This design comes from an exercise in tuning for small area, a short achievable clock period and few clock cycles on the open sky130 flow, not from production work.
No activity file was given, so power comes from the tool's default toggle rates.

==> build 17: inputs <==
## axi_slave_ram
module axi_slave_ram #
(
    parameter C_AXI_ADDR_WIDTH = 9,
    parameter C_AXI_DATA_WIDTH = 32,
    parameter STRB_WIDTH = (C_AXI_DATA_WIDTH/8),
    parameter ID_WIDTH = 1,
    parameter PIPELINE_OUTPUT = 0
)
(
    input  wire                   clk,
    input  wire                   rst,
    input  wire [ID_WIDTH-1:0]    s_axi_awid,
    input  wire [C_AXI_ADDR_WIDTH-1:0]  s_axi_awaddr,
    input  wire [7:0]             s_axi_awlen,
    input  wire [2:0]             s_axi_awsize,
    input  wire [1:0]             s_axi_awburst,
    input  wire                   s_axi_awlock,
    input  wire [3:0]             s_axi_awcache,
    input  wire [2:0]             s_axi_awprot,
    input  wire                   s_axi_awvalid,
    output wire                   s_axi_awready,
    input  wire [C_AXI_DATA_WIDTH-1:0]  s_axi_wdata,
    input  wire [STRB_WIDTH-1:0]  s_axi_wstrb,
    input  wire                   s_axi_wlast,
    input  wire                   s_axi_wvalid,
    output wire                   s_axi_wready,
    output wire [ID_WIDTH-1:0]    s_axi_bid,
    output wire [1:0]             s_axi_bresp,
    output wire                   s_axi_bvalid,
    input  wire                   s_axi_bready,
    input  wire [ID_WIDTH-1:0]    s_axi_arid,
    input  wire [C_AXI_ADDR_WIDTH-1:0]  s_axi_araddr,
    input  wire [7:0]             s_axi_arlen,
    input  wire [2:0]             s_axi_arsize,
    input  wire [1:0]             s_axi_arburst,
    input  wire                   s_axi_arlock,
    input  wire [3:0]             s_axi_arcache,
    input  wire [2:0]             s_axi_arprot,
    input  wire                   s_axi_arvalid,
    output wire                   s_axi_arready,
    output wire [ID_WIDTH-1:0]    s_axi_rid,
    output wire [C_AXI_DATA_WIDTH-1:0]  s_axi_rdata,
    output wire [1:0]             s_axi_rresp,
    output wire                   s_axi_rlast,
    output wire                   s_axi_rvalid,
    input  wire                   s_axi_rready
);
localparam NWORDS = 128;
integer h;
reg [31:0] ra [0:NWORDS/2-1];
reg [31:0] rb [0:NWORDS/2-1];
reg        ph;
wire [31:0] mem [0:NWORDS-1];
genvar gp;
generate
    for (gp = 0; gp < NWORDS/2; gp = gp + 1) begin : g_phys
        assign mem[2*gp]   = ra[gp];
        assign mem[2*gp+1] = rb[gp];
    end
endgenerate
always @(posedge clk)
  ...
export LEC_CHECK = 0
export CAP_MARGIN = 20
export CORE_MARGIN = 2
export CORE_UTILIZATION = 60
export CTS_CLUSTER_DIAMETER = 80
export CTS_CLUSTER_SIZE = 30
export PLACE_DENSITY = 0.7
export SETUP_SLACK_MARGIN = 2.7
export SLEW_MARGIN = 20
export SYNTH_HIERARCHICAL = 1
create_clock -name core_clock -period 5.0 [get_ports {clk}]
standard.sh (not shown) runs the stock make flow with config.mk's settings and CLKGATE_MAP_FILE= SYNTH_SCRIPT=/design/flow/synth_recipe.tcl, a recipe that flattens the netlist after the stock synthesis.
==> flow/flow/run.sh <==
#!/bin/bash
export BUFFER_PORTS_ARGS="-buffer_cell sky130_fd_sc_hd__buf_2"
export MAX_REPAIR_ANTENNAS_ITER_DRT=5
bash standard.sh > standard.log 2>&1
==> inputs of build 80, as changes to build 17 <==
--- a/flow/design.v
+++ b/flow/design.v
@@ -70,15 +70,16 @@
 reg [ID_WIDTH-1:0] wc_id;
 reg                awq_v;          
 reg [8:0]          awq_addr;
 reg [1:0]          awq_size;
 reg                awq_fixed;
 reg [7:0]          awq_len;
 reg [ID_WIDTH-1:0] awq_id;
-reg [63:0]         wp_pair;
+reg [7:0]          wp_hi;
+reg [7:0]          wp_lo;
 reg [31:0]         wp_data;
 reg [3:0]          wp_strb;
 reg                wd_v;
 reg [7:0]          wd_hi;
 reg [7:0]          wd_lo;
 reg [31:0]         wd_data;
 reg [3:0]          wd_strb;
@@ -181,34 +182,38 @@
         awq_len <= s_axi_awlen; awq_id <= s_axi_awid;
     end
     wd_v <= w_defer;
     wd_hi <= w_hi;
     wd_lo <= w_lo;
     wd_data <= s_axi_wdata;
     wd_strb <= s_axi_wstrb;
-    for (h = 0; h < 64; h = h + 1)
-        wp_pair[h] <= w_direct ? (w_hi[h / 8] & w_lo[h % 8]) : (wd_v & wd_hi[h / 8] & wd_lo[h % 8]);
     if (w_direct) begin
+        wp_hi <= w_hi;
+        wp_lo <= w_lo;
         wp_data <= s_axi_wdata;
         wp_strb <= s_axi_wstrb;
     end else begin
+        wp_hi <= wd_hi & {8{wd_v}};
+        wp_lo <= wd_lo;
         wp_data <= wd_data;
         wp_strb <= wd_strb;
     end
 end
+wire [7:0]  ws_hi   = wp_hi;
+wire [7:0]  ws_lo   = wp_lo;
 wire [3:0]  ws_strb = wp_strb;
 wire [31:0] ws_data = wp_data;
 genvar gi, gb, gt;
 generate
     for (gi = 0; gi < NWORDS/2; gi = gi + 1) begin : g_pair
         wire [31:0] na;
         for (gb = 0; gb < 4; gb = gb + 1) begin : g_byte
             wire wen, wen_n;
-            rm_and2  u_en  (.a(wp_pair[gi]), .b(ws_strb[gb]), .y(wen));
-            rm_nand2 u_enn (.a(wp_pair[gi]), .b(ws_strb[gb]), .y(wen_n));
+            rm_and3  u_en  (.a(ws_hi[gi / 8]), .b(ws_lo[gi % 8]), .c(ws_strb[gb]), .y(wen));
+            rm_nand3 u_enn (.a(ws_hi[gi / 8]), .b(ws_lo[gi % 8]), .c(ws_strb[gb]), .y(wen_n));
             for (gt = 0; gt < 8; gt = gt + 1) begin : g_bit
                 rm_ao22 u_m (.a0(wen), .a1(ws_data[8*gb+gt]), .b0(wen_n), .b1(rb[gi][8*gb+gt]),
                              .y(na[8*gb+gt]));
             end
         end
         always @(posedge clk) begin
             ra[gi] <= na;
@@ -224,90 +229,51 @@
 reg                rc_last;        
 reg [ID_WIDTH-1:0] rc_id;
 reg                rc_w0;          
 reg [31:0]         rs_lo;
 reg [3:0]          rs_hi;
 reg                arq_v;
 reg [8:0]          arq_addr;
-reg [31:0]         arq_lo;         
-reg [3:0]          arq_hi;         
 reg [1:0]          arq_size;
 reg                arq_fixed;
 reg [7:0]          arq_len;
 reg [ID_WIDTH-1:0] arq_id;
 reg                s2_v;
 reg                s2_last;
 reg [ID_WIDTH-1:0] s2_id;
 reg [31:0]         p_n [0:3];
-reg                sk_v;
-reg [31:0]         sk_data;
-reg                sk_last;
-reg [ID_WIDTH-1:0] sk_id;
 reg                arready_r;
 reg                rvalid_r;
 wire [31:0]        rdata_r;
 wire               rlast_r;
 wire [ID_WIDTH-1:0] rid_r;
 assign s_axi_arready = arready_r;
 assign s_axi_rvalid  = rvalid_r;
 assign s_axi_rdata   = rdata_r;
 assign s_axi_rlast   = rlast_r;
 assign s_axi_rid     = rid_r;
 assign s_axi_rresp   = 2'b00;
 wire ar_hs    = s_axi_arvalid & arready_r;
 wire out_free = !rvalid_r | s_axi_rready;
-wire out_load = out_free & (sk_v | s2_v);
-wire fetch    = rc_v & !sk_v & (!s2_v | out_free);
+wire s2_adv   = s2_v & out_free;
+wire fetch    = rc_v & (!s2_v | out_free);
 wire r_last   = rc_last;
 wire rc_free  = !rc_v | (fetch & r_last);
 wire [1:0] arsize_c = (s_axi_arsize > 3'd2) ? 2'd2 : s_axi_arsize[1:0];
 wire rc_carry = !rc_fixed && ((rc_size == 2'd2) || (rc_size == 2'd1 && rc_off[1]) ||
                               (rc_size == 2'd0 && rc_off == 2'd3));
 wire [1:0] rc_off_inc = (rc_size == 2'd0) ? rc_off + 2'd1 : (rc_size == 2'd1) ? rc_off + 2'd2 : rc_off;
 wire [8:0] new_addr = arq_v ? arq_addr : s_axi_araddr;
-reg [31:0] rs_lo_n;
-reg [3:0]  rs_hi_n;
-integer q;
-always @* begin
-    rs_hi_n = rs_hi;
-    for (q = 0; q < 16; q = q + 1) begin
-        rs_lo_n[2*q]   = rs_lo[2*q+1];
-        rs_lo_n[2*q+1] = rs_lo[2*q];
-    end
-    if (rc_free && arq_v) begin
-        for (q = 0; q < 16; q = q + 1) begin
-            rs_lo_n[2*q]   = arq_lo[2*q+1];
-            rs_lo_n[2*q+1] = arq_lo[2*q];
-        end
-        rs_hi_n = arq_hi;
-    end else if (rc_free) begin
-        for (q = 0; q < 32; q = q + 1)
-            rs_lo_n[q] = ({s_axi_araddr[6:3], s_axi_araddr[2] ^ !ph} == q);
-        for (q = 0; q < 4; q = q + 1)
-            rs_hi_n[q] = (s_axi_araddr[8:7] == q);
-    end else if (fetch && rc_carry) begin
-        if (rc_w0) begin
-            rs_lo_n = {rs_lo[29:0], rs_lo[31:30]};
-            if (rs_lo[31] | rs_lo[30])
-                rs_hi_n = {rs_hi[2:0], rs_hi[3]};
-        end else begin
-            rs_lo_n = rs_lo;
-        end
-    end
-end
-reg  [NWORDS-1:0] rsel;
-wire [NWORDS-1:0] rsel_n;
+wire [NWORDS-1:0] rsel;
 genvar gs;
 generate
     for (gs = 0; gs < NWORDS; gs = gs + 1) begin : g_rsel
-        rm_and2 u (.a(rs_lo_n[gs % 32]), .b(rs_hi_n[gs / 32]), .y(rsel_n[gs]));
+        rm_and2 u (.a(rs_lo[gs % 32]), .b(rs_hi[gs / 32]), .y(rsel[gs]));
     end
 endgenerate
-always @(posedge clk)
-    rsel <= rsel_n;
 wire [31:0] p_mux [0:3];
 genvar gj, gg, gk;
 generate
     for (gk = 0; gk < 4; gk = gk + 1) begin : g_grp
         for (gj = 0; gj < 32; gj = gj + 1) begin : g_rbit
             wire [11:0] l1;    
             wire [2:0]  l2;    
@@ -323,111 +289,110 @@
             rm_nand4 u21 (.a(l1[4]), .b(l1[5]), .c(l1[6]),  .d(l1[7]),  .y(l2[1]));
             rm_nand3 u22 (.a(l1[8]), .b(l1[9]), .c(l1[10]), .y(l2[2]));
             rm_nor3 u3 (.a(l2[0]), .b(l2[1]), .c(l2[2]), .y(p_mux[gk][gj]));
         end
     end
 endgenerate
 wire [31:0] rdata_d = ~(p_n[0] & p_n[1] & p_n[2] & p_n[3]);
-wire [31:0] rdata_s = sk_v ? sk_data : rdata_d;
-wire        rlast_s = sk_v ? sk_last : s2_last;
-wire [ID_WIDTH-1:0] rid_s = sk_v ? sk_id : s2_id;
 reg  [31:0] rdata_q;
 reg         rlast_q;
 reg  [ID_WIDTH-1:0] rid_q;
 wire [31:0] rdata_nd;
 wire        rlast_nd;
 wire [ID_WIDTH-1:0] rid_nd;
 genvar go;
 generate
     for (go = 0; go < 32; go = go + 1) begin : g_rdata
-        rm_mux2 u (.s(out_load), .a0(rdata_q[go]), .a1(rdata_s[go]), .y(rdata_nd[go]));
+        rm_mux2 u (.s(s2_adv), .a0(rdata_q[go]), .a1(rdata_d[go]), .y(rdata_nd[go]));
     end
     for (go = 0; go < ID_WIDTH; go = go + 1) begin : g_rid
-        rm_mux2 u (.s(out_load), .a0(rid_q[go]), .a1(rid_s[go]), .y(rid_nd[go]));
+        rm_mux2 u (.s(s2_adv), .a0(rid_q[go]), .a1(s2_id[go]), .y(rid_nd[go]));
     end
 endgenerate
-rm_mux2 u_rlast (.s(out_load), .a0(rlast_q), .a1(rlast_s), .y(rlast_nd));
+rm_mux2 u_rlast (.s(s2_adv), .a0(rlast_q), .a1(s2_last), .y(rlast_nd));
 always @(posedge clk) begin
     rdata_q <= rdata_nd;
     rlast_q <= rlast_nd;
     rid_q <= rid_nd;
 end
 assign rdata_r = rdata_q;
 assign rlast_r = rlast_q;
 assign rid_r = rid_q;
 integer k;
 always @(posedge clk) begin
     if (rst) begin
         rc_v <= 1'b0;
         arq_v <= 1'b0;
         s2_v <= 1'b0;
-        sk_v <= 1'b0;
         rvalid_r <= 1'b0;
         arready_r <= 1'b0;
     end else begin
         if (rc_free)
             rc_v <= arq_v | ar_hs;
         if (rc_free)
             arq_v <= 1'b0;
         else if (ar_hs)
             arq_v <= 1'b1;
         arready_r <= !(rc_free ? 1'b0 : (arq_v | ar_hs));
-        s2_v <= fetch;
-        if (out_free)
-            sk_v <= sk_v & s2_v;
-        else
-            sk_v <= sk_v | s2_v;
-        if (out_load)
+        if (fetch)
+            s2_v <= 1'b1;
+        else if (s2_adv)
+            s2_v <= 1'b0;
+        if (s2_adv)
             rvalid_r <= 1'b1;
         else if (s_axi_rready)
             rvalid_r <= 1'b0;
     end
     if (rc_free) begin
         rc_off <= new_addr[1:0];
         if (arq_v) begin
             rc_size <= arq_size; rc_fixed <= arq_fixed; rc_cnt <= arq_len; rc_id <= arq_id;
         end else begin
             rc_size <= arsize_c; rc_fixed <= (s_axi_arburst == 2'b00);
             rc_cnt <= s_axi_arlen; rc_id <= s_axi_arid;
         end
         rc_last <= arq_v ? (arq_len == 8'd0) : (s_axi_arlen == 8'd0);
         rc_w0 <= new_addr[2];
+        for (h = 0; h < 32; h = h + 1)
+            rs_lo[h] <= ({new_addr[6:3], new_addr[2] ^ !ph} == h);
+        for (h = 0; h < 4; h = h + 1)
+            rs_hi[h] <= (new_addr[8:7] == h);
     end else if (fetch) begin
         rc_cnt <= rc_cnt - 8'd1;
         rc_last <= (rc_cnt == 8'd1);
         if (!rc_fixed)
             rc_off <= rc_off_inc;
-        if (rc_carry)
+        if (rc_carry) begin
             rc_w0 <= !rc_w0;
+            if (rc_w0) begin
+                rs_lo <= {rs_lo[29:0], rs_lo[31:30]};
+                if (rs_lo[31] | rs_lo[30])
+                    rs_hi <= {rs_hi[2:0], rs_hi[3]};
+            end
+        end else begin
+            for (h = 0; h < 16; h = h + 1) begin
+                rs_lo[2*h]   <= rs_lo[2*h+1];
+                rs_lo[2*h+1] <= rs_lo[2*h];
+            end
+        end
+    end else begin
+        for (h = 0; h < 16; h = h + 1) begin
+            rs_lo[2*h]   <= rs_lo[2*h+1];
+            rs_lo[2*h+1] <= rs_lo[2*h];
+        end
     end
-    rs_lo <= rs_lo_n;
-    rs_hi <= rs_hi_n;
     if (ar_hs) begin
         arq_addr <= s_axi_araddr; arq_size <= arsize_c; arq_fixed <= (s_axi_arburst == 2'b00);
         arq_len <= s_axi_arlen; arq_id <= s_axi_arid;
     end
-    for (k = 0; k < 4; k = k + 1)
-        p_n[k] <= p_mux[k];
-    s2_last <= r_last;
-    s2_id <= rc_id;
-    if (s2_v && !(out_free && !sk_v)) begin
-        sk_data <= rdata_d;
-        sk_last <= s2_last;
-        sk_id <= s2_id;
-    end
-    if (ar_hs) begin
-        for (k = 0; k < 32; k = k + 1)
-            arq_lo[k] <= ({s_axi_araddr[6:3], s_axi_araddr[2] ^ !ph} == k);
+    if (fetch) begin
         for (k = 0; k < 4; k = k + 1)
-            arq_hi[k] <= (s_axi_araddr[8:7] == k);
-    end else begin
-        for (k = 0; k < 16; k = k + 1) begin
-            arq_lo[2*k]   <= arq_lo[2*k+1];
-            arq_lo[2*k+1] <= arq_lo[2*k];
-        end
+            p_n[k] <= p_mux[k];
+        s2_last <= r_last;
+        s2_id <= rc_id;
     end
 end
 endmodule
 module rm_aoi222 (input wire a0, input wire s0, input wire a1, input wire s1,
                   input wire a2, input wire s2, output wire y);
     assign y = ~((a0 & s0) | (a1 & s1) | (a2 & s2));
 endmodule
@@ -451,10 +416,7 @@
 endmodule
 module rm_and2 (input wire a, input wire b, output wire y);
     assign y = a & b;
 endmodule
 module rm_nor3 (input wire a, input wire b, input wire c, output wire y);
     assign y = ~(a | b | c);
 endmodule
-module rm_nand2 (input wire a, input wire b, output wire y);
-    assign y = ~(a & b);
-endmodule
==> flow/run.sh (new file) <==
#!/bin/bash
# synth_recipe.tcl (not shown) runs the flow's synth.tcl, then flattens the netlist and writes it again
# the make line also repeats each setting of config.mk as NAME=value (left out here)
make -C /OpenROAD-flow-scripts/flow DESIGN_CONFIG=/design/flow/config.mk WORK_HOME=/design/flow/orfs CLKGATE_MAP_FILE= SYNTH_SCRIPT=/design/flow/synth_recipe.tcl finish
==> flow/config.mk (replaced) <==
export PLATFORM = sky130hd
export DESIGN_NAME = axi_slave_ram
export DESIGN_NICKNAME = axi_slave_ram
export VERILOG_FILES = /design/flow/design.v
export SDC_FILE = /design/flow/constraint.sdc
export NUM_CORES = 8
export LEC_CHECK = 0
export CAP_MARGIN = 20
export CORE_MARGIN = 2
export CORE_UTILIZATION = 60
export CTS_CLUSTER_DIAMETER = 120
export CTS_CLUSTER_SIZE = 25
export PLACE_DENSITY = 0.7
export SETUP_SLACK_MARGIN = 2.6
export SLEW_MARGIN = 20
export SYNTH_HIERARCHICAL = 1
removed: flow/flow/run.sh
removed: flow/standard.sh
==> comparison <==
Build 17 produced a clean layout. Build 80 passed the timing, design-rule and antenna checks.
In build 17 the clock-buffer cell count is lower than in build 80, by 43.
In build 17 the first-iteration DRC count is higher than in build 80, by about 12%.
In clock power, build 80 and build 17 hardly differ.
Of build 80 and build 17, build 17 has the higher cell count (gap 4.5%, measured against build 17).
Against build 17, the sequential share of layout area of build 80 is lower by 0.94 points.
Between build 80 and build 17, the lower synthesized cell count is in build 80 (gap about 5.6%, measured against build 17).
In build 17 the wire length is larger than in build 80, by about 9%.
Against build 17, the sequential cell count of build 80 is lower by 241.
Between build 80 and build 17, the lower via count is in build 80 (gap 3.9%, measured against build 17).
In register-to-register slack, build 17 and build 80 hardly differ.
Power: build 80 is smaller than build 17 (2.3%).
==> figures <==
quantity                                                                        build 80                 build 17
Power in sequential cells                                                       0.0383 W                 0.0396 W
WP data arrival                                                                  3.41 ns                  3.53 ns
Number of enable-type register cells in the synthesized netlist                      229                       95
Status                                                           complete, no violations  complete, no violations
Number of buffers other than clock buffers in the final layout                       419                      406
Flop2flop setup slack                                                            2.26 ns                  2.27 ns
Pin count of the biggest net entering global routing                                  95                      165
Data required, critical path                                                     5.67 ns                  5.80 ns
Proportion of layout cells with a drive suffix above 1                             10.3%                    11.8%
Switching power share of the total                                                 23.0%                    22.6%
Worst clock skew                                                               0.0380 ns                0.0554 ns
Hold path endpoint                                                             rb[35][4]              wd_data[24]
Routed length on met2                                                             185 mm                   197 mm
Syn Std Cell Area                                                           136,000 um^2             141,000 um^2
Post-Layout Cell Count                                                            13,400                   14,100
Final worst-path setup slack                                                     2.26 ns                  2.27 ns
Number of standard cells after synthesis                                           9,752                   10,300
Global-route wire length before repair                                            605 mm                   662 mm
CTS buffer count                                                                     197                      180
# fillers                                                                         16,200                   17,200
Logic depth of the worst setup path including buffers                                  6                       12
Pwr/cell area                                                                389 nW/um^2              390 nW/um^2
Hold WC Path Type                                                             reg -> reg                in -> reg
No functional check of the RTL was part of any run of this note.

==> port drivers added, routing unchanged <==
The results above use ideal ports. As a check the final layouts listed here were re-extracted and re-timed, cells and wires unchanged.
Step 1 sets driving cells, clkbuf_16 on the clock port and buf_2 on the other inputs (assumed; they add their load-dependent delay and slew).
Step 2 moves the port delays by t, midway between the first and last clock arrival at a register: inputs arrive t later, outputs are due t later. That takes back most of the time a late clock gives input paths.
Slacks: no drivers / after step 1 / after step 2; pairs: no drivers / after step 1.
run	shift t [ns]	slack for setup (ns)	worst setup path at the end	latest minus earliest clock arrival (ns)
build 17	0.988	2.275 / 2.275 / 1.470	input to register	0.062 / 0.062
build 80	0.974	2.265 / 2.265 / 1.746	input to register	0.046 / 0.045
After both steps every run listed still meets setup and hold. The setup slack of build 17, which loses most, moves by 0.000 ns with the drivers and by -0.805 ns with both steps.
